What follows belongs to an exercise in optimizing a design on an open flow for small area and a short achievable clock period; a production flow would make more cautious choices.
In this exercise RTL edits were held to simulation tests only and were not proved equivalent to the original.
Power is estimated from default activity; no workload was simulated.

<file path="flow/config.mk">
export PLATFORM = sky130hd
export DESIGN_NAME = mesh
export DESIGN_NICKNAME = mesh
export VERILOG_FILES = /design/flow/design.v
export SDC_FILE = /design/flow/constraint.sdc
export NUM_CORES = 4
export LEC_CHECK = 0
export CAP_MARGIN = 20
export CORE_MARGIN = 2
export CORE_UTILIZATION = 45
export CTS_CLUSTER_DIAMETER = 100
export CTS_CLUSTER_SIZE = 20
export PLACE_DENSITY = 0.65
export SETUP_SLACK_MARGIN = 3.0
export SLEW_MARGIN = 20
export SYNTH_HIERARCHICAL = 1
export SYNTH_MINIMUM_KEEP_SIZE = 0
</file>
<file path="flow/constraint.sdc">
create_clock -name core_clock -period 7.0 [get_ports {clk}]
set_input_delay 1.4000 -clock core_clock [delete_from_list [all_inputs] [get_ports {clk}]]
set_output_delay 1.4000 -clock core_clock [all_outputs]
set_load 0.01 [all_outputs]
</file>
<file path="flow/design.v">
module MAC (
    input  wire [8:0]  NEG,
    input  wire [8:0]  ONE,
    input  wire [8:0]  TWO,
    input  wire [17:0] B,
    input  wire        CSEL,
    input  wire [34:0] ACC_S,
    input  wire [5:0] ACC_C,
    output wire [34:0] P_S,
    output wire [5:0] P_C
    );
    wire pp0_0, pp0_1, pp0_2, pp0_3, pp0_4, pp0_5, pp0_6, pp0_7, pp0_8, pp0_9, pp0_10, pp0_11;
    wire pp0_12, pp0_13, pp0_14, pp0_15, pp0_16, pp0_17, pp0_18, pp1_0, pp1_1, pp1_2, pp1_3, pp1_4;
    wire pp1_5, pp1_6, pp1_7, pp1_8, pp1_9, pp1_10, pp1_11, pp1_12, pp1_13, pp1_14, pp1_15, pp1_16;
    wire pp1_17, pp1_18, pp2_0, pp2_1, pp2_2, pp2_3, pp2_4, pp2_5, pp2_6, pp2_7, pp2_8, pp2_9;
    wire pp2_10, pp2_11, pp2_12, pp2_13, pp2_14, pp2_15, pp2_16, pp2_17, pp2_18, pp3_0, pp3_1, pp3_2;
    wire pp3_3, pp3_4, pp3_5, pp3_6, pp3_7, pp3_8, pp3_9, pp3_10, pp3_11, pp3_12, pp3_13, pp3_14;
    wire pp3_15, pp3_16, pp3_17, pp3_18, pp4_0, pp4_1, pp4_2, pp4_3, pp4_4, pp4_5, pp4_6, pp4_7;
    wire pp4_8, pp4_9, pp4_10, pp4_11, pp4_12, pp4_13, pp4_14, pp4_15, pp4_16, pp4_17, pp4_18, pp5_0;
    wire pp5_1, pp5_2, pp5_3, pp5_4, pp5_5, pp5_6, pp5_7, pp5_8, pp5_9, pp5_10, pp5_11, pp5_12;
    wire pp5_13, pp5_14, pp5_15, pp5_16, pp5_17, pp5_18, pp6_0, pp6_1, pp6_2, pp6_3, pp6_4, pp6_5;
    wire pp6_6, pp6_7, pp6_8, pp6_9, pp6_10, pp6_11, pp6_12, pp6_13, pp6_14, pp6_15, pp6_16, pp6_17;
    wire pp6_18, pp7_0, pp7_1, pp7_2, pp7_3, pp7_4, pp7_5, pp7_6, pp7_7, pp7_8, pp7_9, pp7_10;
    wire pp7_11, pp7_12, pp7_13, pp7_14, pp7_15, pp7_16, pp7_17, pp7_18, pp8_0, pp8_1, pp8_2, pp8_3;
    wire pp8_4, pp8_5, pp8_6, pp8_7, pp8_8, pp8_9, pp8_10, pp8_11, pp8_12, pp8_13, pp8_14, pp8_15;
    wire pp8_16, pp8_17, pp8_18, as0, as1, as2, as3, as4, as5, as6, as7, as8;
    wire as9, as10, as11, as12, as13, as14, as15, as16, as17, as18, as19, as20;
    wire as21, as22, as23, as24, as25, as26, as27, as28, as29, as30, as31, as32;
    wire as33, as34, s1, c1, s2, c2, s3, c3, s4, c4, s5, c5;
    wire s6, c6, s7, c7, s8, c8, s9, c9, s10, c10, s11, c11;
    wire s12, c12, s13, c13, s14, c14, s15, c15, s16, c16, s17, c17;
    wire s18, c18, s19, c19, s20, c20, s21, c21, s22, c22, s23, c23;
    wire s24, c24, s25, c25, s26, c26, s27, c27, s28, c28, s29, c29;
    wire s30, c30, s31, c31, s32, c32, s33, c33, s34, c34, s35, c35;
    wire s36, c36, s37, c37, s38, c38, s39, c39, s40, c40, s41, c41;
    wire s42, c42, s43, c43, s44, c44, s45, c45, s46, c46, s47, c47;
    wire s48, c48, s49, c49, s50, c50, s51, c51, s52, c52, s53, c53;
    wire s54, c54, s55, c55, s56, c56, s57, c57, s58, c58, s59, c59;
    wire s60, c60, s61, c61, s62, c62, s63, c63, s64, c64, s65, c65;
    wire s66, c66, s67, c67, s68, c68, s69, c69, s70, c70, s71, c71;
    wire s72, c72, s73, c73, s74, c74, s75, c75, s76, c76, s77, c77;
    wire s78, c78, s79, c79, s80, c80, s81, c81, s82, c82, s83, c83;
    wire s84, c84, s85, c85, s86, c86, s87, c87, s88, c88, s89, c89;
    wire s90, c90, s91, c91, s92, c92, s93, c93, s94, c94, s95, c95;
    wire s96, c96, s97, c97, s98, c98, s99, c99, s100, c100, s101, c101;
    wire s102, c102, s103, c103, s104, c104, s105, c105, s106, c106, s107, c107;
    wire s108, c108, s109, c109, s110, c110, s111, c111, s112, c112, s113, c113;
    wire s114, c114, s115, c115, s116, c116, s117, c117, s118, c118, s119, c119;
    wire s120, c120, s121, c121, s122, c122, s123, c123, s124, c124, s125, c125;
    wire s126, c126, s127, c127, s128, c128, s129, c129, s130, c130, s131, c131;
    wire s132, c132, s133, c133, s134, c134, s135, c135, s136, c136, s137, c137;
    wire s138, c138, s139, c139, s140, c140, s141, c141, s142, c142, s143, c143;
    wire s144, c144, s145, c145, s146, c146, s147, c147, s148, c148, s149, c149;
    wire s150, c150, s151, c151, s152, c152, s153, c153, s154, c154, s155, c155;
    wire s156, c156, s157, c157, s158, c158, s159, c159, s160, c160, s161, c161;
    wire ac0, ac1, ac2, ac3, ac4, ac5;
    assign pp0_0 = (B[0] & ONE[0]) ^ NEG[0];
    assign pp0_1 = ((B[1] & ONE[0]) | (B[0] & TWO[0])) ^ NEG[0];
    assign pp0_2 = ((B[2] & ONE[0]) | (B[1] & TWO[0])) ^ NEG[0];
    assign pp0_3 = ((B[3] & ONE[0]) | (B[2] & TWO[0])) ^ NEG[0];
    assign pp0_4 = ((B[4] & ONE[0]) | (B[3] & TWO[0])) ^ NEG[0];
    assign pp0_5 = ((B[5] & ONE[0]) | (B[4] & TWO[0])) ^ NEG[0];
    assign pp0_6 = ((B[6] & ONE[0]) | (B[5] & TWO[0])) ^ NEG[0];
    assign pp0_7 = ((B[7] & ONE[0]) | (B[6] & TWO[0])) ^ NEG[0];
    assign pp0_8 = ((B[8] & ONE[0]) | (B[7] & TWO[0])) ^ NEG[0];
    assign pp0_9 = ((B[9] & ONE[0]) | (B[8] & TWO[0])) ^ NEG[0];
    assign pp0_10 = ((B[10] & ONE[0]) | (B[9] & TWO[0])) ^ NEG[0];
    assign pp0_11 = ((B[11] & ONE[0]) | (B[10] & TWO[0])) ^ NEG[0];
    assign pp0_12 = ((B[12] & ONE[0]) | (B[11] & TWO[0])) ^ NEG[0];
    assign pp0_13 = ((B[13] & ONE[0]) | (B[12] & TWO[0])) ^ NEG[0];
    assign pp0_14 = ((B[14] & ONE[0]) | (B[13] & TWO[0])) ^ NEG[0];
    assign pp0_15 = ((B[15] & ONE[0]) | (B[14] & TWO[0])) ^ NEG[0];
    assign pp0_16 = ((B[16] & ONE[0]) | (B[15] & TWO[0])) ^ NEG[0];
    assign pp0_17 = ((B[17] & ONE[0]) | (B[16] & TWO[0])) ^ NEG[0];
    assign pp0_18 = ~(((B[17] & ONE[0]) | (B[17] & TWO[0])) ^ NEG[0]);
    assign pp1_0 = (B[0] & ONE[1]) ^ NEG[1];
    assign pp1_1 = ((B[1] & ONE[1]) | (B[0] & TWO[1])) ^ NEG[1];
    assign pp1_2 = ((B[2] & ONE[1]) | (B[1] & TWO[1])) ^ NEG[1];
    assign pp1_3 = ((B[3] & ONE[1]) | (B[2] & TWO[1])) ^ NEG[1];
    assign pp1_4 = ((B[4] & ONE[1]) | (B[3] & TWO[1])) ^ NEG[1];
    assign pp1_5 = ((B[5] & ONE[1]) | (B[4] & TWO[1])) ^ NEG[1];
    assign pp1_6 = ((B[6] & ONE[1]) | (B[5] & TWO[1])) ^ NEG[1];
    assign pp1_7 = ((B[7] & ONE[1]) | (B[6] & TWO[1])) ^ NEG[1];
    assign pp1_8 = ((B[8] & ONE[1]) | (B[7] & TWO[1])) ^ NEG[1];
    assign pp1_9 = ((B[9] & ONE[1]) | (B[8] & TWO[1])) ^ NEG[1];
    assign pp1_10 = ((B[10] & ONE[1]) | (B[9] & TWO[1])) ^ NEG[1];
    assign pp1_11 = ((B[11] & ONE[1]) | (B[10] & TWO[1])) ^ NEG[1];
    assign pp1_12 = ((B[12] & ONE[1]) | (B[11] & TWO[1])) ^ NEG[1];
    assign pp1_13 = ((B[13] & ONE[1]) | (B[12] & TWO[1])) ^ NEG[1];
    assign pp1_14 = ((B[14] & ONE[1]) | (B[13] & TWO[1])) ^ NEG[1];
    assign pp1_15 = ((B[15] & ONE[1]) | (B[14] & TWO[1])) ^ NEG[1];
    assign pp1_16 = ((B[16] & ONE[1]) | (B[15] & TWO[1])) ^ NEG[1];
    assign pp1_17 = ((B[17] & ONE[1]) | (B[16] & TWO[1])) ^ NEG[1];
    assign pp1_18 = ~(((B[17] & ONE[1]) | (B[17] & TWO[1])) ^ NEG[1]);
    assign pp2_0 = (B[0] & ONE[2]) ^ NEG[2];
    assign pp2_1 = ((B[1] & ONE[2]) | (B[0] & TWO[2])) ^ NEG[2];
    assign pp2_2 = ((B[2] & ONE[2]) | (B[1] & TWO[2])) ^ NEG[2];
    assign pp2_3 = ((B[3] & ONE[2]) | (B[2] & TWO[2])) ^ NEG[2];
    assign pp2_4 = ((B[4] & ONE[2]) | (B[3] & TWO[2])) ^ NEG[2];
    assign pp2_5 = ((B[5] & ONE[2]) | (B[4] & TWO[2])) ^ NEG[2];
    assign pp2_6 = ((B[6] & ONE[2]) | (B[5] & TWO[2])) ^ NEG[2];
    assign pp2_7 = ((B[7] & ONE[2]) | (B[6] & TWO[2])) ^ NEG[2];
    assign pp2_8 = ((B[8] & ONE[2]) | (B[7] & TWO[2])) ^ NEG[2];
    assign pp2_9 = ((B[9] & ONE[2]) | (B[8] & TWO[2])) ^ NEG[2];
    assign pp2_10 = ((B[10] & ONE[2]) | (B[9] & TWO[2])) ^ NEG[2];
    assign pp2_11 = ((B[11] & ONE[2]) | (B[10] & TWO[2])) ^ NEG[2];
    assign pp2_12 = ((B[12] & ONE[2]) | (B[11] & TWO[2])) ^ NEG[2];
    assign pp2_13 = ((B[13] & ONE[2]) | (B[12] & TWO[2])) ^ NEG[2];
    assign pp2_14 = ((B[14] & ONE[2]) | (B[13] & TWO[2])) ^ NEG[2];
    assign pp2_15 = ((B[15] & ONE[2]) | (B[14] & TWO[2])) ^ NEG[2];
    assign pp2_16 = ((B[16] & ONE[2]) | (B[15] & TWO[2])) ^ NEG[2];
    assign pp2_17 = ((B[17] & ONE[2]) | (B[16] & TWO[2])) ^ NEG[2];
    assign pp2_18 = ~(((B[17] & ONE[2]) | (B[17] & TWO[2])) ^ NEG[2]);
    assign pp3_0 = (B[0] & ONE[3]) ^ NEG[3];
    assign pp3_1 = ((B[1] & ONE[3]) | (B[0] & TWO[3])) ^ NEG[3];
    assign pp3_2 = ((B[2] & ONE[3]) | (B[1] & TWO[3])) ^ NEG[3];
    assign pp3_3 = ((B[3] & ONE[3]) | (B[2] & TWO[3])) ^ NEG[3];
    assign pp3_4 = ((B[4] & ONE[3]) | (B[3] & TWO[3])) ^ NEG[3];
    assign pp3_5 = ((B[5] & ONE[3]) | (B[4] & TWO[3])) ^ NEG[3];
    assign pp3_6 = ((B[6] & ONE[3]) | (B[5] & TWO[3])) ^ NEG[3];
    assign pp3_7 = ((B[7] & ONE[3]) | (B[6] & TWO[3])) ^ NEG[3];
    assign pp3_8 = ((B[8] & ONE[3]) | (B[7] & TWO[3])) ^ NEG[3];
    assign pp3_9 = ((B[9] & ONE[3]) | (B[8] & TWO[3])) ^ NEG[3];
    assign pp3_10 = ((B[10] & ONE[3]) | (B[9] & TWO[3])) ^ NEG[3];
    assign pp3_11 = ((B[11] & ONE[3]) | (B[10] & TWO[3])) ^ NEG[3];
    assign pp3_12 = ((B[12] & ONE[3]) | (B[11] & TWO[3])) ^ NEG[3];
    assign pp3_13 = ((B[13] & ONE[3]) | (B[12] & TWO[3])) ^ NEG[3];
    assign pp3_14 = ((B[14] & ONE[3]) | (B[13] & TWO[3])) ^ NEG[3];
    assign pp3_15 = ((B[15] & ONE[3]) | (B[14] & TWO[3])) ^ NEG[3];
    assign pp3_16 = ((B[16] & ONE[3]) | (B[15] & TWO[3])) ^ NEG[3];
    assign pp3_17 = ((B[17] & ONE[3]) | (B[16] & TWO[3])) ^ NEG[3];
    assign pp3_18 = ~(((B[17] & ONE[3]) | (B[17] & TWO[3])) ^ NEG[3]);
    assign pp4_0 = (B[0] & ONE[4]) ^ NEG[4];
    assign pp4_1 = ((B[1] & ONE[4]) | (B[0] & TWO[4])) ^ NEG[4];
    assign pp4_2 = ((B[2] & ONE[4]) | (B[1] & TWO[4])) ^ NEG[4];
    assign pp4_3 = ((B[3] & ONE[4]) | (B[2] & TWO[4])) ^ NEG[4];
    assign pp4_4 = ((B[4] & ONE[4]) | (B[3] & TWO[4])) ^ NEG[4];
    assign pp4_5 = ((B[5] & ONE[4]) | (B[4] & TWO[4])) ^ NEG[4];
    assign pp4_6 = ((B[6] & ONE[4]) | (B[5] & TWO[4])) ^ NEG[4];
    assign pp4_7 = ((B[7] & ONE[4]) | (B[6] & TWO[4])) ^ NEG[4];
    assign pp4_8 = ((B[8] & ONE[4]) | (B[7] & TWO[4])) ^ NEG[4];
    assign pp4_9 = ((B[9] & ONE[4]) | (B[8] & TWO[4])) ^ NEG[4];
    assign pp4_10 = ((B[10] & ONE[4]) | (B[9] & TWO[4])) ^ NEG[4];
    assign pp4_11 = ((B[11] & ONE[4]) | (B[10] & TWO[4])) ^ NEG[4];
    assign pp4_12 = ((B[12] & ONE[4]) | (B[11] & TWO[4])) ^ NEG[4];
    assign pp4_13 = ((B[13] & ONE[4]) | (B[12] & TWO[4])) ^ NEG[4];
    assign pp4_14 = ((B[14] & ONE[4]) | (B[13] & TWO[4])) ^ NEG[4];
    assign pp4_15 = ((B[15] & ONE[4]) | (B[14] & TWO[4])) ^ NEG[4];
    assign pp4_16 = ((B[16] & ONE[4]) | (B[15] & TWO[4])) ^ NEG[4];
    assign pp4_17 = ((B[17] & ONE[4]) | (B[16] & TWO[4])) ^ NEG[4];
    assign pp4_18 = ~(((B[17] & ONE[4]) | (B[17] & TWO[4])) ^ NEG[4]);
    assign pp5_0 = (B[0] & ONE[5]) ^ NEG[5];
    assign pp5_1 = ((B[1] & ONE[5]) | (B[0] & TWO[5])) ^ NEG[5];
    assign pp5_2 = ((B[2] & ONE[5]) | (B[1] & TWO[5])) ^ NEG[5];
    assign pp5_3 = ((B[3] & ONE[5]) | (B[2] & TWO[5])) ^ NEG[5];
    assign pp5_4 = ((B[4] & ONE[5]) | (B[3] & TWO[5])) ^ NEG[5];
    assign pp5_5 = ((B[5] & ONE[5]) | (B[4] & TWO[5])) ^ NEG[5];
    assign pp5_6 = ((B[6] & ONE[5]) | (B[5] & TWO[5])) ^ NEG[5];
    assign pp5_7 = ((B[7] & ONE[5]) | (B[6] & TWO[5])) ^ NEG[5];
    assign pp5_8 = ((B[8] & ONE[5]) | (B[7] & TWO[5])) ^ NEG[5];
    assign pp5_9 = ((B[9] & ONE[5]) | (B[8] & TWO[5])) ^ NEG[5];
    assign pp5_10 = ((B[10] & ONE[5]) | (B[9] & TWO[5])) ^ NEG[5];
    assign pp5_11 = ((B[11] & ONE[5]) | (B[10] & TWO[5])) ^ NEG[5];
    assign pp5_12 = ((B[12] & ONE[5]) | (B[11] & TWO[5])) ^ NEG[5];
    assign pp5_13 = ((B[13] & ONE[5]) | (B[12] & TWO[5])) ^ NEG[5];
    assign pp5_14 = ((B[14] & ONE[5]) | (B[13] & TWO[5])) ^ NEG[5];
    assign pp5_15 = ((B[15] & ONE[5]) | (B[14] & TWO[5])) ^ NEG[5];
    assign pp5_16 = ((B[16] & ONE[5]) | (B[15] & TWO[5])) ^ NEG[5];
    assign pp5_17 = ((B[17] & ONE[5]) | (B[16] & TWO[5])) ^ NEG[5];
    assign pp5_18 = ~(((B[17] & ONE[5]) | (B[17] & TWO[5])) ^ NEG[5]);
    assign pp6_0 = (B[0] & ONE[6]) ^ NEG[6];
    assign pp6_1 = ((B[1] & ONE[6]) | (B[0] & TWO[6])) ^ NEG[6];
    assign pp6_2 = ((B[2] & ONE[6]) | (B[1] & TWO[6])) ^ NEG[6];
    assign pp6_3 = ((B[3] & ONE[6]) | (B[2] & TWO[6])) ^ NEG[6];
    assign pp6_4 = ((B[4] & ONE[6]) | (B[3] & TWO[6])) ^ NEG[6];
    assign pp6_5 = ((B[5] & ONE[6]) | (B[4] & TWO[6])) ^ NEG[6];
    assign pp6_6 = ((B[6] & ONE[6]) | (B[5] & TWO[6])) ^ NEG[6];
    assign pp6_7 = ((B[7] & ONE[6]) | (B[6] & TWO[6])) ^ NEG[6];
    assign pp6_8 = ((B[8] & ONE[6]) | (B[7] & TWO[6])) ^ NEG[6];
    assign pp6_9 = ((B[9] & ONE[6]) | (B[8] & TWO[6])) ^ NEG[6];
    assign pp6_10 = ((B[10] & ONE[6]) | (B[9] & TWO[6])) ^ NEG[6];
    assign pp6_11 = ((B[11] & ONE[6]) | (B[10] & TWO[6])) ^ NEG[6];
    assign pp6_12 = ((B[12] & ONE[6]) | (B[11] & TWO[6])) ^ NEG[6];
    assign pp6_13 = ((B[13] & ONE[6]) | (B[12] & TWO[6])) ^ NEG[6];
    assign pp6_14 = ((B[14] & ONE[6]) | (B[13] & TWO[6])) ^ NEG[6];
    assign pp6_15 = ((B[15] & ONE[6]) | (B[14] & TWO[6])) ^ NEG[6];
    assign pp6_16 = ((B[16] & ONE[6]) | (B[15] & TWO[6])) ^ NEG[6];
    assign pp6_17 = ((B[17] & ONE[6]) | (B[16] & TWO[6])) ^ NEG[6];
    assign pp6_18 = ~(((B[17] & ONE[6]) | (B[17] & TWO[6])) ^ NEG[6]);
    assign pp7_0 = (B[0] & ONE[7]) ^ NEG[7];
    assign pp7_1 = ((B[1] & ONE[7]) | (B[0] & TWO[7])) ^ NEG[7];
    assign pp7_2 = ((B[2] & ONE[7]) | (B[1] & TWO[7])) ^ NEG[7];
    assign pp7_3 = ((B[3] & ONE[7]) | (B[2] & TWO[7])) ^ NEG[7];
    assign pp7_4 = ((B[4] & ONE[7]) | (B[3] & TWO[7])) ^ NEG[7];
    assign pp7_5 = ((B[5] & ONE[7]) | (B[4] & TWO[7])) ^ NEG[7];
    assign pp7_6 = ((B[6] & ONE[7]) | (B[5] & TWO[7])) ^ NEG[7];
    assign pp7_7 = ((B[7] & ONE[7]) | (B[6] & TWO[7])) ^ NEG[7];
    assign pp7_8 = ((B[8] & ONE[7]) | (B[7] & TWO[7])) ^ NEG[7];
    assign pp7_9 = ((B[9] & ONE[7]) | (B[8] & TWO[7])) ^ NEG[7];
    assign pp7_10 = ((B[10] & ONE[7]) | (B[9] & TWO[7])) ^ NEG[7];
    assign pp7_11 = ((B[11] & ONE[7]) | (B[10] & TWO[7])) ^ NEG[7];
    assign pp7_12 = ((B[12] & ONE[7]) | (B[11] & TWO[7])) ^ NEG[7];
    assign pp7_13 = ((B[13] & ONE[7]) | (B[12] & TWO[7])) ^ NEG[7];
    assign pp7_14 = ((B[14] & ONE[7]) | (B[13] & TWO[7])) ^ NEG[7];
    assign pp7_15 = ((B[15] & ONE[7]) | (B[14] & TWO[7])) ^ NEG[7];
    assign pp7_16 = ((B[16] & ONE[7]) | (B[15] & TWO[7])) ^ NEG[7];
    assign pp7_17 = ((B[17] & ONE[7]) | (B[16] & TWO[7])) ^ NEG[7];
    assign pp7_18 = ~(((B[17] & ONE[7]) | (B[17] & TWO[7])) ^ NEG[7]);
    assign pp8_0 = (B[0] & ONE[8]) ^ NEG[8];
    assign pp8_1 = ((B[1] & ONE[8]) | (B[0] & TWO[8])) ^ NEG[8];
    assign pp8_2 = ((B[2] & ONE[8]) | (B[1] & TWO[8])) ^ NEG[8];
    assign pp8_3 = ((B[3] & ONE[8]) | (B[2] & TWO[8])) ^ NEG[8];
    assign pp8_4 = ((B[4] & ONE[8]) | (B[3] & TWO[8])) ^ NEG[8];
    assign pp8_5 = ((B[5] & ONE[8]) | (B[4] & TWO[8])) ^ NEG[8];
    assign pp8_6 = ((B[6] & ONE[8]) | (B[5] & TWO[8])) ^ NEG[8];
    assign pp8_7 = ((B[7] & ONE[8]) | (B[6] & TWO[8])) ^ NEG[8];
    assign pp8_8 = ((B[8] & ONE[8]) | (B[7] & TWO[8])) ^ NEG[8];
    assign pp8_9 = ((B[9] & ONE[8]) | (B[8] & TWO[8])) ^ NEG[8];
    assign pp8_10 = ((B[10] & ONE[8]) | (B[9] & TWO[8])) ^ NEG[8];
    assign pp8_11 = ((B[11] & ONE[8]) | (B[10] & TWO[8])) ^ NEG[8];
    assign pp8_12 = ((B[12] & ONE[8]) | (B[11] & TWO[8])) ^ NEG[8];
    assign pp8_13 = ((B[13] & ONE[8]) | (B[12] & TWO[8])) ^ NEG[8];
    assign pp8_14 = ((B[14] & ONE[8]) | (B[13] & TWO[8])) ^ NEG[8];
    assign pp8_15 = ((B[15] & ONE[8]) | (B[14] & TWO[8])) ^ NEG[8];
    assign pp8_16 = ((B[16] & ONE[8]) | (B[15] & TWO[8])) ^ NEG[8];
    assign pp8_17 = ((B[17] & ONE[8]) | (B[16] & TWO[8])) ^ NEG[8];
    assign pp8_18 = ~(((B[17] & ONE[8]) | (B[17] & TWO[8])) ^ NEG[8]);
    assign as0 = ACC_S[0] & CSEL;
    assign as1 = ACC_S[1] & CSEL;
    assign as2 = ACC_S[2] & CSEL;
    assign as3 = ACC_S[3] & CSEL;
    assign as4 = ACC_S[4] & CSEL;
    assign as5 = ACC_S[5] & CSEL;
    assign as6 = ACC_S[6] & CSEL;
    assign as7 = ACC_S[7] & CSEL;
    assign as8 = ACC_S[8] & CSEL;
    assign as9 = ACC_S[9] & CSEL;
    assign as10 = ACC_S[10] & CSEL;
    assign as11 = ACC_S[11] & CSEL;
    assign as12 = ACC_S[12] & CSEL;
    assign as13 = ACC_S[13] & CSEL;
    assign as14 = ACC_S[14] & CSEL;
    assign as15 = ACC_S[15] & CSEL;
    assign as16 = ACC_S[16] & CSEL;
    assign as17 = ACC_S[17] & CSEL;
    assign as18 = ACC_S[18] & CSEL;
    assign as19 = ACC_S[19] & CSEL;
    assign as20 = ACC_S[20] & CSEL;
    assign as21 = ACC_S[21] & CSEL;
    assign as22 = ACC_S[22] & CSEL;
    assign as23 = ACC_S[23] & CSEL;
    assign as24 = ACC_S[24] & CSEL;
    assign as25 = ACC_S[25] & CSEL;
    assign as26 = ACC_S[26] & CSEL;
    assign as27 = ACC_S[27] & CSEL;
    assign as28 = ACC_S[28] & CSEL;
    assign as29 = ACC_S[29] & CSEL;
    assign as30 = ACC_S[30] & CSEL;
    assign as31 = ACC_S[31] & CSEL;
    assign as32 = ACC_S[32] & CSEL;
    assign as33 = ACC_S[33] & CSEL;
    assign as34 = ACC_S[34] & CSEL;
    assign ac0 = ACC_C[0] & CSEL;
    assign ac1 = ACC_C[1] & CSEL;
    assign ac2 = ACC_C[2] & CSEL;
    assign ac3 = ACC_C[3] & CSEL;
    assign ac4 = ACC_C[4] & CSEL;
    assign ac5 = ACC_C[5] & CSEL;
    FA us1 (.a(NEG[1]), .b(pp0_2), .ci(pp1_0), .s(s1), .co(c1));
    FA us2 (.a(pp0_3), .b(pp1_1), .ci(as3), .s(s2), .co(c2));
    FA us3 (.a(NEG[2]), .b(pp1_2), .ci(pp0_4), .s(s3), .co(c3));
    FAL us4 (.a(pp2_0), .b(as4), .cl(c2), .s(s4), .co(c4));
    FA us5 (.a(pp1_3), .b(pp0_5), .ci(pp2_1), .s(s5), .co(c5));
    FA us6 (.a(as5), .b(c3), .ci(s5), .s(s6), .co(c6));
    FA us7 (.a(NEG[3]), .b(pp1_4), .ci(as6), .s(s7), .co(c7));
    FA us8 (.a(pp2_2), .b(pp0_6), .ci(pp3_0), .s(s8), .co(c8));
    FA us9 (.a(c5), .b(s7), .ci(s8), .s(s9), .co(c9));
    FA us10 (.a(pp1_5), .b(pp2_3), .ci(as7), .s(s10), .co(c10));
    FAL us11 (.a(pp3_1), .b(pp0_7), .cl(c7), .s(s11), .co(c11));
    FA us12 (.a(c8), .b(s10), .ci(s11), .s(s12), .co(c12));
    FA us13 (.a(NEG[4]), .b(pp4_0), .ci(pp0_8), .s(s13), .co(c13));
    FA us14 (.a(pp3_2), .b(pp2_4), .ci(pp1_6), .s(s14), .co(c14));
    FA us15 (.a(as8), .b(c10), .ci(s13), .s(s15), .co(c15));
    FAL us16 (.a(s14), .b(c11), .cl(s15), .s(s16), .co(c16));
    FA us17 (.a(pp3_3), .b(pp2_5), .ci(as9), .s(s17), .co(c17));
    FA us18 (.a(pp1_7), .b(pp0_9), .ci(pp4_1), .s(s18), .co(c18));
    FA us19 (.a(c13), .b(c14), .ci(s17), .s(s19), .co(c19));
    FAL us20 (.a(s18), .b(c15), .cl(s19), .s(s20), .co(c20));
    FA us21 (.a(NEG[5]), .b(pp4_2), .ci(pp5_0), .s(s21), .co(c21));
    FA us22 (.a(pp0_10), .b(pp2_6), .ci(pp3_4), .s(s22), .co(c22));
    FAL us23 (.a(pp1_8), .b(as10), .cl(c17), .s(s23), .co(c23));
    FA us24 (.a(c18), .b(s21), .ci(s23), .s(s24), .co(c24));
    FAL us25 (.a(s22), .b(c19), .cl(s24), .s(s25), .co(c25));
    FA us26 (.a(pp1_9), .b(pp3_5), .ci(pp5_1), .s(s26), .co(c26));
    FA us27 (.a(pp2_7), .b(pp0_11), .ci(pp4_3), .s(s27), .co(c27));
    FA us28 (.a(as11), .b(c21), .ci(c22), .s(s28), .co(c28));
    FA us29 (.a(s27), .b(s26), .ci(c23), .s(s29), .co(c29));
    FA us30 (.a(s28), .b(c24), .ci(s29), .s(s30), .co(c30));
    FA us31 (.a(NEG[6]), .b(pp5_2), .ci(pp0_12), .s(s31), .co(c31));
    FA us32 (.a(pp4_4), .b(pp1_10), .ci(pp6_0), .s(s32), .co(c32));
    FA us33 (.a(pp3_6), .b(pp2_8), .ci(as12), .s(s33), .co(c33));
    FA us34 (.a(c27), .b(c26), .ci(s31), .s(s34), .co(c34));
    FAL us35 (.a(s33), .b(s32), .cl(c28), .s(s35), .co(c35));
    FA us36 (.a(c29), .b(s34), .ci(s35), .s(s36), .co(c36));
    FA us37 (.a(pp6_1), .b(pp1_11), .ci(pp4_5), .s(s37), .co(c37));
    FA us38 (.a(pp3_7), .b(pp5_3), .ci(as13), .s(s38), .co(c38));
    FAL us39 (.a(pp2_9), .b(pp0_13), .cl(c31), .s(s39), .co(c39));
    FA us40 (.a(c33), .b(c32), .ci(s38), .s(s40), .co(c40));
    FAL us41 (.a(s37), .b(s39), .cl(c34), .s(s41), .co(c41));
    FA us42 (.a(s40), .b(c35), .ci(s41), .s(s42), .co(c42));
    FA us43 (.a(NEG[7]), .b(pp2_10), .ci(pp5_4), .s(s43), .co(c43));
    FA us44 (.a(pp6_2), .b(pp1_12), .ci(pp4_6), .s(s44), .co(c44));
    FA us45 (.a(pp3_8), .b(pp0_14), .ci(pp7_0), .s(s45), .co(c45));
    FA us46 (.a(as14), .b(c38), .ci(c37), .s(s46), .co(c46));
    FA us47 (.a(s43), .b(s44), .ci(s45), .s(s47), .co(c47));
    FA us48 (.a(c39), .b(c40), .ci(s46), .s(s48), .co(c48));
    FAL us49 (.a(s47), .b(c41), .cl(s48), .s(s49), .co(c49));
    FA us50 (.a(pp7_1), .b(pp1_13), .ci(pp6_3), .s(s50), .co(c50));
    FA us51 (.a(pp2_11), .b(pp3_9), .ci(pp0_15), .s(s51), .co(c51));
    FA us52 (.a(pp5_5), .b(pp4_7), .ci(as15), .s(s52), .co(c52));
    FA us53 (.a(c43), .b(c45), .ci(c44), .s(s53), .co(c53));
    FA us54 (.a(s51), .b(s52), .ci(s50), .s(s54), .co(c54));
    FA us55 (.a(c46), .b(c47), .ci(s53), .s(s55), .co(c55));
    FA us56 (.a(s54), .b(c48), .ci(s55), .s(s56), .co(c56));
    FA us57 (.a(NEG[8]), .b(pp7_2), .ci(pp1_14), .s(s57), .co(c57));
    FA us58 (.a(pp0_16), .b(pp4_8), .ci(pp2_12), .s(s58), .co(c58));
    FA us59 (.a(pp3_10), .b(pp6_4), .ci(pp5_6), .s(s59), .co(c59));
    FAL us60 (.a(pp8_0), .b(as16), .cl(c52), .s(s60), .co(c60));
    FA us61 (.a(c50), .b(c51), .ci(s59), .s(s61), .co(c61));
    FA us62 (.a(s57), .b(s58), .ci(s60), .s(s62), .co(c62));
    FA us63 (.a(c53), .b(c54), .ci(s61), .s(s63), .co(c63));
    FAL us64 (.a(s62), .b(c55), .cl(s63), .s(s64), .co(c64));
    FA us65 (.a(pp7_3), .b(pp3_11), .ci(pp4_9), .s(s65), .co(c65));
    FA us66 (.a(pp0_17), .b(pp1_15), .ci(pp6_5), .s(s66), .co(c66));
    FA us67 (.a(pp8_1), .b(pp2_13), .ci(pp5_7), .s(s67), .co(c67));
    FA us68 (.a(as17), .b(c57), .ci(c59), .s(s68), .co(c68));
    FA us69 (.a(c58), .b(s67), .ci(s65), .s(s69), .co(c69));
    FAL us70 (.a(s66), .b(c60), .cl(c61), .s(s70), .co(c70));
    FA us71 (.a(s68), .b(c62), .ci(s69), .s(s71), .co(c71));
    FA us72 (.a(s70), .b(c63), .ci(s71), .s(s72), .co(c72));
    assign s73 = ~(pp3_12 ^ pp7_4);
    assign c73 = pp3_12 | pp7_4;
    FA us74 (.a(pp4_10), .b(pp8_2), .ci(as18), .s(s74), .co(c74));
    FA us75 (.a(pp6_6), .b(pp2_14), .ci(pp1_16), .s(s75), .co(c75));
    FAL us76 (.a(pp5_8), .b(pp0_18), .cl(s73), .s(s76), .co(c76));
    FA us77 (.a(c67), .b(c65), .ci(c66), .s(s77), .co(c77));
    FA us78 (.a(s76), .b(s75), .ci(s74), .s(s78), .co(c78));
    FA us79 (.a(c68), .b(c69), .ci(s77), .s(s79), .co(c79));
    FAL us80 (.a(s78), .b(c70), .cl(c71), .s(s80), .co(c80));
    HA us81 (.a(s79), .b(s80), .s(s81), .co(c81));
    assign s82 = ~(pp6_7 ^ as19);
    assign c82 = pp6_7 | as19;
    FA us83 (.a(pp1_17), .b(pp2_15), .ci(pp7_5), .s(s83), .co(c83));
    FA us84 (.a(pp8_3), .b(pp5_9), .ci(pp3_13), .s(s84), .co(c84));
    FA us85 (.a(pp4_11), .b(c73), .ci(s82), .s(s85), .co(c85));
    FA us86 (.a(c75), .b(c74), .ci(c76), .s(s86), .co(c86));
    FAL us87 (.a(s84), .b(s83), .cl(s85), .s(s87), .co(c87));
    FA us88 (.a(c77), .b(c78), .ci(s86), .s(s88), .co(c88));
    FA us89 (.a(s87), .b(c79), .ci(s88), .s(s89), .co(c89));
    HA us90 (.a(c80), .b(c81), .s(s90), .co(c90));
    FA us91 (.a(pp3_14), .b(pp1_18), .ci(pp6_8), .s(s91), .co(c91));
    FA us92 (.a(pp5_10), .b(pp2_16), .ci(pp8_4), .s(s92), .co(c92));
    FA us93 (.a(pp4_12), .b(pp7_6), .ci(as20), .s(s93), .co(c93));
    FA us94 (.a(c82), .b(c83), .ci(c84), .s(s94), .co(c94));
    FA us95 (.a(s92), .b(s91), .ci(c85), .s(s95), .co(c95));
    FA us96 (.a(s93), .b(c86), .ci(s94), .s(s96), .co(c96));
    FAL us97 (.a(c87), .b(s95), .cl(c88), .s(s97), .co(c97));
    FAL us98 (.a(s96), .b(s97), .cl(c89), .s(s98), .co(c98));
    assign s99 = ~(pp7_7 ^ pp4_13);
    assign c99 = pp7_7 | pp4_13;
    FA us100 (.a(pp6_9), .b(pp2_17), .ci(as21), .s(s100), .co(c100));
    FA us101 (.a(pp3_15), .b(pp5_11), .ci(pp8_5), .s(s101), .co(c101));
    FA us102 (.a(s99), .b(c92), .ci(c93), .s(s102), .co(c102));
    FA us103 (.a(c91), .b(s100), .ci(s101), .s(s103), .co(c103));
    FA us104 (.a(c94), .b(s102), .ci(c95), .s(s104), .co(c104));
    FAL us105 (.a(s103), .b(c96), .cl(s104), .s(s105), .co(c105));
    HA us106 (.a(c97), .b(s105), .s(s106), .co(c106));
    FA us107 (.a(pp2_18), .b(pp8_6), .ci(pp4_14), .s(s107), .co(c107));
    FA us108 (.a(pp7_8), .b(pp3_16), .ci(pp5_12), .s(s108), .co(c108));
    FAL us109 (.a(pp6_10), .b(as22), .cl(c99), .s(s109), .co(c109));
    FA us110 (.a(c101), .b(c100), .ci(s109), .s(s110), .co(c110));
    FAL us111 (.a(s108), .b(s107), .cl(c102), .s(s111), .co(c111));
    FA us112 (.a(c103), .b(s111), .ci(s110), .s(s112), .co(c112));
    FAL us113 (.a(c104), .b(s112), .cl(c105), .s(s113), .co(c113));
    assign s114 = ~(pp6_11 ^ pp3_17);
    assign c114 = pp6_11 | pp3_17;
    FA us115 (.a(pp8_7), .b(pp5_13), .ci(pp4_15), .s(s115), .co(c115));
    FAL us116 (.a(pp7_9), .b(as23), .cl(s114), .s(s116), .co(c116));
    FA us117 (.a(c108), .b(c107), .ci(c109), .s(s117), .co(c117));
    FAL us118 (.a(s115), .b(s116), .cl(c110), .s(s118), .co(c118));
    FA us119 (.a(c111), .b(s117), .ci(s118), .s(s119), .co(c119));
    HA us120 (.a(c112), .b(s119), .s(s120), .co(c120));
    FA us121 (.a(pp5_14), .b(pp7_10), .ci(pp3_18), .s(s121), .co(c121));
    FA us122 (.a(pp8_8), .b(pp6_12), .ci(pp4_16), .s(s122), .co(c122));
    FAL us123 (.a(as24), .b(c114), .cl(s121), .s(s123), .co(c123));
    FA us124 (.a(c115), .b(s122), .ci(c116), .s(s124), .co(c124));
    FA us125 (.a(s123), .b(c117), .ci(s124), .s(s125), .co(c125));
    FA us126 (.a(c118), .b(c119), .ci(s125), .s(s126), .co(c126));
    assign s127 = ~(pp5_15 ^ pp7_11);
    assign c127 = pp5_15 | pp7_11;
    FA us128 (.a(pp8_9), .b(pp6_13), .ci(as25), .s(s128), .co(c128));
    FAL us129 (.a(pp4_17), .b(s127), .cl(c122), .s(s129), .co(c129));
    FAL us130 (.a(c121), .b(s128), .cl(s129), .s(s130), .co(c130));
    FA us131 (.a(c123), .b(c124), .ci(s130), .s(s131), .co(c131));
    HA us132 (.a(c125), .b(s131), .s(s132), .co(c132));
    FA us133 (.a(pp5_16), .b(pp4_18), .ci(as26), .s(s133), .co(c133));
    FA us134 (.a(pp6_14), .b(pp8_10), .ci(pp7_12), .s(s134), .co(c134));
    FA us135 (.a(c127), .b(c128), .ci(s134), .s(s135), .co(c135));
    FAL us136 (.a(s133), .b(c129), .cl(s135), .s(s136), .co(c136));
    FAL us137 (.a(c130), .b(s136), .cl(c131), .s(s137), .co(c137));
    assign s138 = ~(pp5_17 ^ pp6_15);
    assign c138 = pp5_17 | pp6_15;
    FA us139 (.a(pp8_11), .b(pp7_13), .ci(as27), .s(s139), .co(c139));
    FA us140 (.a(s138), .b(c134), .ci(c133), .s(s140), .co(c140));
    FA us141 (.a(s139), .b(c135), .ci(s140), .s(s141), .co(c141));
    HA us142 (.a(c136), .b(s141), .s(s142), .co(c142));
    FA us143 (.a(pp8_12), .b(pp6_16), .ci(pp5_18), .s(s143), .co(c143));
    FAL us144 (.a(pp7_14), .b(as28), .cl(c138), .s(s144), .co(c144));
    FA us145 (.a(c139), .b(s143), .ci(s144), .s(s145), .co(c145));
    FAL us146 (.a(c140), .b(s145), .cl(c141), .s(s146), .co(c146));
    assign s147 = ~(pp8_13 ^ as29);
    assign c147 = pp8_13 | as29;
    FAL us148 (.a(pp7_15), .b(pp6_17), .cl(s147), .s(s148), .co(c148));
    FA us149 (.a(c143), .b(s148), .ci(c144), .s(s149), .co(c149));
    HA us150 (.a(c145), .b(s149), .s(s150), .co(c150));
    FA us151 (.a(pp7_16), .b(pp8_14), .ci(as30), .s(s151), .co(c151));
    FAL us152 (.a(pp6_18), .b(c147), .cl(c148), .s(s152), .co(c152));
    FAL us153 (.a(s151), .b(s152), .cl(c149), .s(s153), .co(c153));
    assign s154 = ~(pp8_15 ^ pp7_17);
    assign c154 = pp8_15 | pp7_17;
    FAL us155 (.a(as31), .b(s154), .cl(c151), .s(s155), .co(c155));
    HA us156 (.a(s155), .b(c152), .s(s156), .co(c156));
    FA us157 (.a(pp8_16), .b(pp7_18), .ci(as32), .s(s157), .co(c157));
    FAL us158 (.a(c154), .b(s157), .cl(c155), .s(s158), .co(c158));
    assign s159 = ~(pp8_17 ^ as33);
    assign c159 = pp8_17 | as33;
    HA us160 (.a(s159), .b(c157), .s(s160), .co(c160));
    FAL us161 (.a(pp8_18), .b(as34), .cl(c159), .s(s161), .co(c161));
    wire [34:0] X = {c160, c158, c156, c153, c150, c146, c142, c137, c132, c126, c120, c113, c106, c98, c90, s89, c72, c64, c56, c49, c42, c36, c30, c25, c20, c16, c12, c9, c6, c4, s3, c1, as2, pp0_1, pp0_0};
    wire [34:0] Y = {s161, s160, s158, s156, s153, s150, s146, s142, s137, s132, s126, s120, s113, s106, s98, s90, s81, s72, s64, s56, s49, s42, s36, s30, s25, s20, s16, s12, s9, s6, s4, s2, s1, as1, as0};
    wire [11:0] blk0 = {1'b0, X[9:0], NEG[0]} + {1'b0, Y[9:0], NEG[0]};
    assign {P_C[0], P_S[9:0]} = blk0[11:1];
    wire [9:0] blk1 = {1'b0, X[17:10], ac0} + {1'b0, Y[17:10], ac0};
    assign {P_C[1], P_S[17:10]} = blk1[9:1];
    wire [3:0] blk2 = {1'b0, X[19:18], ac1} + {1'b0, Y[19:18], ac1};
    assign {P_C[2], P_S[19:18]} = blk2[3:1];
    wire [3:0] blk3 = {1'b0, X[21:20], ac2} + {1'b0, Y[21:20], ac2};
    assign {P_C[3], P_S[21:20]} = blk3[3:1];
    wire [4:0] blk4 = {1'b0, X[24:22], ac3} + {1'b0, Y[24:22], ac3};
    assign {P_C[4], P_S[24:22]} = blk4[4:1];
    wire [4:0] blk5 = {1'b0, X[27:25], ac4} + {1'b0, Y[27:25], ac4};
    assign {P_C[5], P_S[27:25]} = blk5[4:1];
    wire [8:0] blk6 = {1'b0, X[34:28], ac5} + {1'b0, Y[34:28], ac5};
    assign P_S[34:28] = blk6[7:1];
endmodule
module MACRES (
    input  wire [34:0] S,
    input  wire [5:0] C,
    output wire [17:0] R
    );
    wire [34:0] cv = {1'b0, 1'b0, 1'b0, 1'b0, 1'b0, 1'b0, C[5], 1'b0, 1'b0, C[4], 1'b0, 1'b0, C[3], 1'b0, C[2], 1'b0, C[1], 1'b0, 1'b0, 1'b0, 1'b0, 1'b0, 1'b0, 1'b0, C[0], 1'b0, 1'b0, 1'b0, 1'b0, 1'b0, 1'b0, 1'b0, 1'b0, 1'b0, 1'b0};
    wire [34:0] p = S + cv;
    assign R = p[34:17];
endmodule
module FA (input wire a, input wire b, input wire ci, output wire s, output wire co);
    assign s = a ^ b ^ ci;
    assign co = (a & b) | (a & ci) | (b & ci);
endmodule
module FAL (input wire a, input wire b, input wire cl, output wire s, output wire co);
    wire p, g;
    HA h (.a(a), .b(b), .s(p), .co(g));
    XOR2 x (.a(p), .b(cl), .y(s));
    AO21 o (.a(p), .b(cl), .c(g), .y(co));
endmodule
module XOR2 (input wire a, input wire b, output wire y);
    assign y = a ^ b;
endmodule
module AO21 (input wire a, input wire b, input wire c, output wire y);
    assign y = (a & b) | c;
endmodule
module HA (input wire a, input wire b, output wire s, output wire co);
    assign s = a ^ b;
    assign co = a & b;
endmodule
`timescale 1ns / 1ps
module dly # (
    parameter integer DATA_WIDTH = 18,
    parameter integer CYC_DLY = 1
)
(
    input wire clk,
    input wire [DATA_WIDTH-1:0] din,
    output wire [DATA_WIDTH-1:0] dout
    );
    reg [DATA_WIDTH-1:0] dlys [CYC_DLY-1:0];
    always @ (posedge clk)
        dlys[0] <= din;
    genvar i;
    generate
    for(i = 1; i < CYC_DLY; i = i + 1)
    begin : stage
        always @ (posedge clk)
            dlys[i] <= dlys[i-1];
    end
    endgenerate
    assign dout = dlys[CYC_DLY-1];
endmodule
`timescale 1ns / 1ps
module node(
    input wire clk,
    input wire rstn,
    input wire [8:0] ain_neg,
    input wire [8:0] ain_one,
    input wire [8:0] ain_two,
    input wire [17:0] bin,
    input wire csel,
    output wire [8:0] aout_neg,
    output wire [8:0] aout_one,
    output wire [8:0] aout_two,
    output wire [17:0] res
    );
    reg [8:0] bufa_neg, bufa_one, bufa_two;
    assign aout_neg = bufa_neg;
    assign aout_one = bufa_one;
    assign aout_two = bufa_two;
    always @ (posedge clk)
    begin
        if(1'b0 == rstn)
        begin
            bufa_neg <= 9'd0;
            bufa_one <= 9'd0;
            bufa_two <= 9'd0;
        end
        else
        begin
            bufa_neg <= ain_neg;
            bufa_one <= ain_one;
            bufa_two <= ain_two;
        end
    end
    reg [17:0] bufb;
    always @ (posedge clk)
        bufb <= bin;
    reg [34:0] p_s;
    reg [5:0] p_c;
    wire [34:0] n_s;
    wire [5:0] n_c;
    MAC dspcore (
        .NEG(bufa_neg),
        .ONE(bufa_one),
        .TWO(bufa_two),
        .B(bufb),
        .CSEL(csel),
        .ACC_S(p_s),
        .ACC_C(p_c),
        .P_S(n_s),
        .P_C(n_c)
    );
    always @ (posedge clk)
    begin
        p_s <= n_s;
        p_c <= n_c;
    end
    MACRES resadd (
        .S(p_s),
        .C(p_c),
        .R(res)
    );
endmodule
`timescale 1ns / 1ps
module mesh # (
    parameter integer IDX_WIDTH_FOR_NODES = 3,
    parameter integer NUM_NODES = 2 ** IDX_WIDTH_FOR_NODES
)
(
    input clk,
    input rstn,
    input [17:0] init,
    input [1:0] asel,
    input [NUM_NODES-1:0] csels,
    input [IDX_WIDTH_FOR_NODES-1:0] ressel,
    input [1:0] dinsel,
    input [18*NUM_NODES-1:0] mbram_dout,
    input [17:0] vbram0_dout,
    input [17:0] vbram1_dout,
    output [17:0] vbram0_din,
    output [17:0] vbram1_din
    );
    wire [17:0] bdly [NUM_NODES-1:0];
    assign bdly[0] = mbram_dout[17:0];
    genvar i;
    generate
    for(i = 1; i < NUM_NODES; i = i + 1)
    begin : lane
        dly # (
            .DATA_WIDTH(18),
            .CYC_DLY(i)
        ) dly_inst (
            .clk(clk),
            .din(mbram_dout[18*i +: 18]),
            .dout(bdly[i])
        );
    end
    endgenerate
    wire [17:0] vbram_dout_selected = asel[0] ? vbram1_dout : vbram0_dout;
    wire [17:0] ain_selected = asel[1] ? init : vbram_dout_selected;
    wire [18:0] ax = {ain_selected, 1'b0};
    wire [8:0] dneg [NUM_NODES:0];
    wire [8:0] done [NUM_NODES:0];
    wire [8:0] dtwo [NUM_NODES:0];
    generate
    for(i = 0; i < 9; i = i + 1)
    begin : rec
        assign done[0][i] = ax[2*i+1] ^ ax[2*i];
        assign dtwo[0][i] = (ax[2*i+2] & ~ax[2*i+1] & ~ax[2*i]) |
                            (~ax[2*i+2] & ax[2*i+1] & ax[2*i]);
        assign dneg[0][i] = ax[2*i+2] & ~(ax[2*i+1] & ax[2*i]);
    end
    endgenerate
    wire [17:0] ress [NUM_NODES-1:0];
    generate
    for(i = 0; i < NUM_NODES; i = i + 1)
    begin : nd
        node node_in_mesh (
            .clk(clk),
            .rstn(rstn),
            .ain_neg(dneg[i]),
            .ain_one(done[i]),
            .ain_two(dtwo[i]),
            .bin(bdly[i]),
            .csel(csels[i]),
            .aout_neg(dneg[i+1]),
            .aout_one(done[i+1]),
            .aout_two(dtwo[i+1]),
            .res(ress[i])
        );
    end
    endgenerate
    reg [17:0] res_bufs [NUM_NODES-1:0];
    generate
    for(i = 0; i < NUM_NODES; i = i + 1)
    begin : rb
        always @ (posedge clk)
            res_bufs[i] <= ress[i];
    end
    endgenerate
    wire [NUM_NODES-1:0] oh [5:0];
    generate
    for(i = 0; i < 6; i = i + 1)
    begin : dc
        DEC3 dec (.s(ressel), .oh(oh[i]));
    end
    endgenerate
    wire [1:0] dn = ~dinsel;
    generate
    for(i = 0; i < 18; i = i + 1)
    begin : ob
        wire [NUM_NODES-1:0] h = oh[i / 3];
        wire [3:0] n;
        wire m0, m1;
        AOI22 g0 (.a1(h[0]), .a2(res_bufs[0][i]), .b1(h[1]), .b2(res_bufs[1][i]), .y(n[0]));
        AOI22 g1 (.a1(h[2]), .a2(res_bufs[2][i]), .b1(h[3]), .b2(res_bufs[3][i]), .y(n[1]));
        AOI22 g2 (.a1(h[4]), .a2(res_bufs[4][i]), .b1(h[5]), .b2(res_bufs[5][i]), .y(n[2]));
        AOI22 g3 (.a1(h[6]), .a2(res_bufs[6][i]), .b1(h[7]), .b2(res_bufs[7][i]), .y(n[3]));
        NAND4 g4 (.a(n[0]), .b(n[1]), .c(n[2]), .d(n[3]), .y(m0));
        NAND4 g5 (.a(n[0]), .b(n[1]), .c(n[2]), .d(n[3]), .y(m1));
        MUXN o0 (.s(dinsel[0]), .sn(dn[0]), .d1(vbram1_dout[i]), .d0(m0), .y(vbram0_din[i]));
        MUXN o1 (.s(dinsel[1]), .sn(dn[1]), .d1(vbram0_dout[i]), .d0(m1), .y(vbram1_din[i]));
    end
    endgenerate
endmodule
module DEC3 (input wire [2:0] s, output wire [7:0] oh);
    genvar i;
    generate
    for(i = 0; i < 8; i = i + 1)
    begin : d
        assign oh[i] = (s == i);
    end
    endgenerate
endmodule
module AOI22 (input wire a1, input wire a2, input wire b1, input wire b2, output wire y);
    assign y = ~((a1 & a2) | (b1 & b2));
endmodule
module NAND4 (input wire a, input wire b, input wire c, input wire d, output wire y);
    assign y = ~(a & b & c & d);
endmodule
module NAND2 (input wire a, input wire b, output wire y);
    assign y = ~(a & b);
endmodule
module MUXN (input wire s, input wire sn, input wire d1, input wire d0, output wire y);
    wire t1, t0;
    NAND2 n1 (.a(s), .b(d1), .y(t1));
    NAND2 n0 (.a(sn), .b(d0), .y(t0));
    NAND2 n2 (.a(t1), .b(t0), .y(y));
endmodule
</file>
<file path="flow/flow/run.sh">
#!/bin/bash
# Layout flow: the standard flow, with the port buffers that
# buffer_ports inserts made of the plain buffer sky130_fd_sc_hd__buf_1
# (the resizer may still resize them) instead of its default pick.
# Each tool's output goes to the ORFS logs; make's own output to flow.log.
set -o pipefail
export BUFFER_PORTS_ARGS="-buffer_cell sky130_fd_sc_hd__buf_1"
bash standard.sh > flow.log 2>&1
</file>
<file path="flow/standard.sh">
#!/bin/bash
# synth_recipe.tcl (not shown) runs the flow's synth.tcl, then flattens the netlist and writes it again
# the make line also repeats each setting of config.mk as NAME=value (left out here)
make -C /OpenROAD-flow-scripts/flow DESIGN_CONFIG=/design/flow/config.mk WORK_HOME=/design/flow/orfs CLKGATE_MAP_FILE= SYNTH_SCRIPT=/design/flow/synth_recipe.tcl "${@:-finish}"
</file>
==> impl_metrics.toml, run 1 <==
[floorplan]
core_um2 = 230100
fp-row-count = 176
die_x_um = 485.3
ios = 251
start_util = 0.4531
die_area_um2 = 235500
die_h_um = 485.3

[finish]
final_cell_mix = "xnor2_1 (1390), a22oi_1 (1232), dfxtp_1 (1061)"
final_cell_count_no_fill = 13180
finalNetCount = 11990
area_growth_pct = 11.95
drive_above_1_share = 0.1853
final_common_cell = "xnor2_1"

[detailed_routing]
vias_per_cell = 5.961
first_pass_iters = 8
drcViolationCount = 0
antenna_left = 0
routed_wl_um = 313500
wl_per_cell_um = 23.78
drtIter0Drc = 7242
vias = 78590

[timing]
hold_viol_final = 0
finalClockSkew_ps = 66.32
setup_viol = 0
clock.fmax_ghz = 0.2401
rsz0062_at_grt = "yes"
tightest_slew_ps = 984.5
slew_headroom = 0.3437
timing_max_transition_violations_final = 0
min_period_over_period = 0.5949
finalSetupTns_ps = 0
min_period_ps = 4165

[hold_path]
min_path_type = "flop to flop"

[global_route]
grt-ovfl-total = 0
first_global_vias = 81330
grt_max_degree = 217
grt_antenna_before_repair = 8
grt.total_usage = 0.2565
grt_pass1_wl_um = 477700

[yosys]
synth_cells = 10140
syn-cell-area_um2 = 104300
syn-num-nets = 12020
yosysWarnings = 24
synth.avg_cell_area_um2 = 10.28

[clock_network]
cts_htree_levels = 3
clockBufferDepth = 3
cts_tree = "yes"
ctsHoldBuffers = 0
cts_root_buffer = "clkbuf_16"
numCtsBuffers = 90
cts_sinks = 1336
path_clk_slew_ps = 80
worst_skew_pair.late_latency_ps = 820

[job]
drv_cap = 0

[place]
dpl.hpwl_um = 211900
numPortBuffers = 250
post-place-cells = 12730
gp_congestion = 0.9445

[setup_path]
arrival_ps = 2760
required_ps = 5600
worstSetupPathType = "primary input to output port"
r2r_setup_slack_ps = 3060
cp-start-kind = "primary input"
path_max_fanout = 10
critPathCaptureType = "output port"

[power_and_ir_drop]
power_density_nw_per_um2 = 328.2
power_leakage_nw = 49.23
irDropWorstVdd_mv = 0.9815

[outcome]
status = "finished clean"
through the flow:
stage	util	hold slack [ps]	worst slack (ps)	area [um2]	total power, mW
floorplan	-	309.6	2558	106700	27.52
global placement	0.4711	310.7	1734	108400	31.68
detailed placement	0.4711	312.1	1682	108400	32.37
CTS	0.4922	286.8	2914	113300	38.26
global route	0.5072	305.1	2828	116700	41.59
finish	0.5072	283.2	2835	116700	38.31
state kept, by name, summed over array words and instances (netlist names):
signal	flops
nd.node_in_mesh.bufa_two	72
res_bufs	144
nd.node_in_mesh.p_c	48
nd.node_in_mesh.bufa_neg	72
nd.node_in_mesh.p_s	280
lane.dly_inst.dlys	504
nd.node_in_mesh.bufb	144
nd.node_in_mesh.bufa_one	72
area by class of cell:
class / instances / area [um2]
inverters: 337 / 1269
diodes: 6 / 15.01
multi-input cells: 7641 / 75030
flip-flops and latches: 1336 / 27760
clock inverters: 37 / 514.2
repair buffers: 706 / 6048
clock buffers: 95 / 2301
well taps: 3026 / 3786
fillers: 20250 / 113400
critical path: stages:
cell and delay [ps]:
clkbuf_16 160, buf_6 150, and3b_2 250, a22oi_2 190, nand4_1 260, nand2_1 150
nand2_1 70, buf_1 130
what timing repair did:
item / CTS / global route
gates resized for setup: 558 / 337
setup buffers: 49 / 248
setup endpoints to repair: 209 / 133
cloned: 16 / 4
pin swaps: 77 / 75
routing by layer:
metal | wire, um | global-route usage | share of wire | vias up
li1 | - | - | - | 35140
met1 | 125900 | 0.3246 | 0.40 | 38810
met2 | 145900 | 0.4242 | 0.47 | 3761
met3 | 25500 | 0.04651 | 0.081 | 877
met4 | 16110 | 0.1188 | 0.051 | 10
met5 | 59 | 0 | 0.00019 | -
power breakdown:
| part | total, mW | switching, mW | leakage [nW] | internal, mW |
|---|---|---|---|---|
| combinational | 21.7 | 11.2 | 36.6 | 10.5 |
| clock | 5.50 | 2.97 | 1.36 | 2.54 |
| sequential | 11.1 | 1.87 | 11.3 | 9.24 |
worst paths after layout:
| kind | start | end | depth (start not counted) |
|---|---|---|---|
| setup / recovery | ressel[1] | vbram0_din[2] | 8 |
| hold / removal | lane[4].dly_inst.dlys[1][10] | lane[4].dly_inst.dlys[2][10] | 0 |
| setup reg to reg | nd[4].node_in_mesh.bufa_two[3] | nd[4].node_in_mesh.p_s[17] | 14 |
| hold reg to reg | lane[4].dly_inst.dlys[1][10] | lane[4].dly_inst.dlys[2][10] | 0 |
==> inputs of run 2 (changes only) <==
--- a/flow/design.v
+++ b/flow/design.v
@@ -657,12 +657,16 @@
     begin : ob
         wire [NUM_NODES-1:0] h = oh[i / 3];
-        wire [3:0] n;
+        wire [3:0] n0, n1;
         wire m0, m1;
-        AOI22 g0 (.a1(h[0]), .a2(res_bufs[0][i]), .b1(h[1]), .b2(res_bufs[1][i]), .y(n[0]));
-        AOI22 g1 (.a1(h[2]), .a2(res_bufs[2][i]), .b1(h[3]), .b2(res_bufs[3][i]), .y(n[1]));
-        AOI22 g2 (.a1(h[4]), .a2(res_bufs[4][i]), .b1(h[5]), .b2(res_bufs[5][i]), .y(n[2]));
-        AOI22 g3 (.a1(h[6]), .a2(res_bufs[6][i]), .b1(h[7]), .b2(res_bufs[7][i]), .y(n[3]));
-        NAND4 g4 (.a(n[0]), .b(n[1]), .c(n[2]), .d(n[3]), .y(m0));
-        NAND4 g5 (.a(n[0]), .b(n[1]), .c(n[2]), .d(n[3]), .y(m1));
+        AOI22 g0 (.a1(h[0]), .a2(res_bufs[0][i]), .b1(h[1]), .b2(res_bufs[1][i]), .y(n0[0]));
+        AOI22 g1 (.a1(h[2]), .a2(res_bufs[2][i]), .b1(h[3]), .b2(res_bufs[3][i]), .y(n0[1]));
+        AOI22 g2 (.a1(h[4]), .a2(res_bufs[4][i]), .b1(h[5]), .b2(res_bufs[5][i]), .y(n0[2]));
+        AOI22 g3 (.a1(h[6]), .a2(res_bufs[6][i]), .b1(h[7]), .b2(res_bufs[7][i]), .y(n0[3]));
+        AOI22 g4 (.a1(h[0]), .a2(res_bufs[0][i]), .b1(h[1]), .b2(res_bufs[1][i]), .y(n1[0]));
+        AOI22 g5 (.a1(h[2]), .a2(res_bufs[2][i]), .b1(h[3]), .b2(res_bufs[3][i]), .y(n1[1]));
+        AOI22 g6 (.a1(h[4]), .a2(res_bufs[4][i]), .b1(h[5]), .b2(res_bufs[5][i]), .y(n1[2]));
+        AOI22 g7 (.a1(h[6]), .a2(res_bufs[6][i]), .b1(h[7]), .b2(res_bufs[7][i]), .y(n1[3]));
+        NAND4 g8 (.a(n0[0]), .b(n0[1]), .c(n0[2]), .d(n0[3]), .y(m0));
+        NAND4 g9 (.a(n1[0]), .b(n1[1]), .c(n1[2]), .d(n1[3]), .y(m1));
         MUXN o0 (.s(dinsel[0]), .sn(dn[0]), .d1(vbram1_dout[i]), .d0(m0), .y(vbram0_din[i]));
         MUXN o1 (.s(dinsel[1]), .sn(dn[1]), .d1(vbram0_dout[i]), .d0(m1), .y(vbram1_din[i]));
--- a/flow/config.mk
+++ b/flow/config.mk
@@ -10,7 +10,7 @@
 export CORE_UTILIZATION = 45
 export CTS_CLUSTER_DIAMETER = 100
-export CTS_CLUSTER_SIZE = 20
+export CTS_CLUSTER_SIZE = 24
 export PLACE_DENSITY = 0.65
-export SETUP_SLACK_MARGIN = 3.0
+export SETUP_SLACK_MARGIN = 2.85
 export SLEW_MARGIN = 20
 export SYNTH_HIERARCHICAL = 1
==> run 2 against run 1 <==
  * Final cell count down 4.0%
  * Design area down 4.7%
  * Clock-buffer cell count down 8
  * Global-route usage up 0.39 points
  * Hold slack better by 11 ps
  * Critical path type unchanged
  * Critical endpoint is now vbram1_din[16]
  * Largest cell class unchanged
  * Highest routed layer unchanged
==> impl_metrics.toml, run 2 <==
[detailed_routing]
drcViolationCount = 0
wl_per_cell_um = 24.15
vias_per_cell = 5.905
drtIter0Drc = 7110
vias = 74760
first_pass_iters = 7
antenna_left = 0
routed_wl_um = 305800

[yosys]
synth_cells = 9816
synth.avg_cell_area_um2 = 10.38
yosysWarnings = 24
syn-num-nets = 11690
syn-cell-area_um2 = 101900

[timing]
rsz0062_at_grt = "yes"
tightest_slew_ps = 1180
timing_max_transition_violations_final = 0
hold_viol_final = 0
slew_headroom = 0.2106
finalSetupTns_ps = 0
min_period_ps = 4165
min_period_over_period = 0.5950
clock.fmax_ghz = 0.2401
finalClockSkew_ps = 55.54
setup_viol = 0

[outcome]
status = "finished clean"

[finish]
final_common_cell = "xnor2_1"
area_growth_pct = 9.126
final_cell_mix = "xnor2_1 (1438), a22oi_1 (1222), dfxtp_1 (1082)"
drive_above_1_share = 0.1561
finalInstanceArea_um2 = 111200
largestRegisters = "lane.dly_inst.dlys x504, nd.node_in_mesh.p_s x280"
largest_register = "lane.dly_inst.dlys"
finalNetCount = 11480
largest_reg_flops = 504

[global_route]
grt_max_degree = 217
grt-ovfl-total = 0
grt.total_usage = 0.2603
grt_pass1_wl_um = 468100
grt_antenna_before_repair = 14
first_global_vias = 78160

[floorplan]
die_x_um = 479.9
start_util = 0.4532
die_h_um = 479.9
ios = 251
fp-row-count = 174
core_um2 = 224900
die_area_um2 = 230300

[power_and_ir_drop]
power_density_nw_per_um2 = 333.3
irDropWorstVdd_mv = 0.4364
power_leakage_nw = 46.67

[setup_path]
worstSetupPathType = "primary input to output port"
r2r_setup_slack_ps = 2970
max_stage_delay_ps = 340
critPathTopFamily = "simple AND/OR/NAND/NOR gates"
arrival_ps = 2770
critPathCaptureType = "output port"
cp_common_cell = "nand2_1"
crit_buf_inv = 2
crit_start = "ressel[1]"
required_ps = 5600
crit_chain = "clkbuf_16 -> and3b_2 -> a22oi_2 -> nand4_1 -> nand2_1 -> nand2_1 -> buf_2"
path_max_fanout = 6
cp-start-kind = "primary input"
r2r_start = "nd[0].node_in_mesh.bufb[17]"
slowest_stage = "a22oi_2"

[place]
place_area_um2 = 106000
numPortBuffers = 250
dpl.hpwl_um = 216100
gp_congestion = 0.9221

[clock_network]
numCtsBuffers = 82
clockBufferDepth = 3
cts_sinks = 1336
worst_skew_pair.late_latency_ps = 790
path_clk_slew_ps = 90
ctsHoldBuffers = 0
cts_tree = "yes"
cts_root_buffer = "clkbuf_16"
cts_htree_levels = 3

[hold_path]
min_path_type = "flop to flop"
holdCritStartpoint = "lane[1].dly_inst.dlys[0][12]"

[job]
drv_cap = 0
[run 2: through the flow]
stage                     power [mW]  hold slack, ps  utilization  instances  worst slack, ps
after CTS                      37.22           299.7       0.4876      12570             2850
final                          37.07           293.8       0.4945      12660             2835
after global placement         30.79           309.8       0.4713      12430             1731
after floorplan                26.33           309.6            -       9816             2558
after detailed placement       31.53           312.1       0.4713      12430             1725
after global routing           40.11           304.0       0.4945      12660             2812
[run 2: final timing paths]
check	endpoint	depth (start not counted)
setup / recovery	vbram1_din[16]	7
hold / removal	nd[1].node_in_mesh.bufb[12]	0
setup reg to reg	nd[0].node_in_mesh.p_s[24]	12
hold reg to reg	nd[1].node_in_mesh.bufb[12]	0
[run 2: metal layers]
| metal | vias up | global-route usage | share of wire |
|---|---|---|---|
| met5 | - | 0 | 0.000095 |
| met4 | 4 | 0.1563 | 0.066 |
| met3 | 878 | 0.03954 | 0.074 |
| met2 | 3623 | 0.4278 | 0.47 |
| met1 | 37020 | 0.3228 | 0.39 |
| li1 | 33240 | - | - |
[run 2: area by class of cell]
cell class	instances	area [um2]
inverters	337	1272
fillers	20160	113700
diodes	15	37.54
well taps	2992	3744
clock buffers	87	2091
multi-input cells	7353	72370
clock inverters	42	671.9
flip-flops and latches	1336	27490
repair buffers	499	3535
[run 2: what timing repair did]
item,4_1_cts,5_1_grt
gates cloned,7,2
pin swaps,9,25
endpoints found under the setup margin,178,130
gates resized for setup,326,310
setup buffers,7,70
[run 2: worst reg2reg max path: stages, from the launching register on]
cell and delay (ps):
dfxtp_2 700, a22oi_1 220, xnor2_1 190, fa_1 520, fa_1 500, fa_1 410
ha_1 330, a21o_1 210, xor2_1 200, ha_1 260, a31o_2 200, a21oi_2 130
xnor2_1 120
[run 2: where the power goes]
part / total (mW) / internal (mW) / switching, mW
sequential: 11.4 / 9.32 / 2.04
clock: 5.40 / 2.40 / 3.00
combinational: 20.3 / 9.75 / 10.6
total: 37.1 / 21.5 / 15.6

## separate check: timing with driven ports
Ports are ideal in the flow. The routed layouts listed here were re-timed in OpenROAD. Step 1 (the two cells are an assumption about what drives the block):
set clk [get_ports {clk}]
set_driving_cell -lib_cell sky130_fd_sc_hd__clkbuf_16 $clk
set_driving_cell -lib_cell sky130_fd_sc_hd__buf_2 [delete_from_list [all_inputs] $clk]
Step 2 also shifts input and output timing later by t, the mid clock arrival at the registers, as if the neighbouring blocks saw the same clock. Three values: no drivers, after step 1, after step 2; two values: the first two.
run | shift t [ns] | setup slack, ns | slew at the worst register clock pin (ns) | worst slew at a driven data input, ns
run 1 | 0.867 | 2.835 / 2.300 / 2.205 | 0.10 / 0.10 | 0.60
run 2 | 0.862 | 2.835 / 2.622 / 2.161 | 0.10 / 0.10 | 0.22
After both steps every run listed still meets setup and hold. For run 2, which loses most, drivers alone change the setup slack by -0.213 ns; drivers and shift together by -0.674 ns.
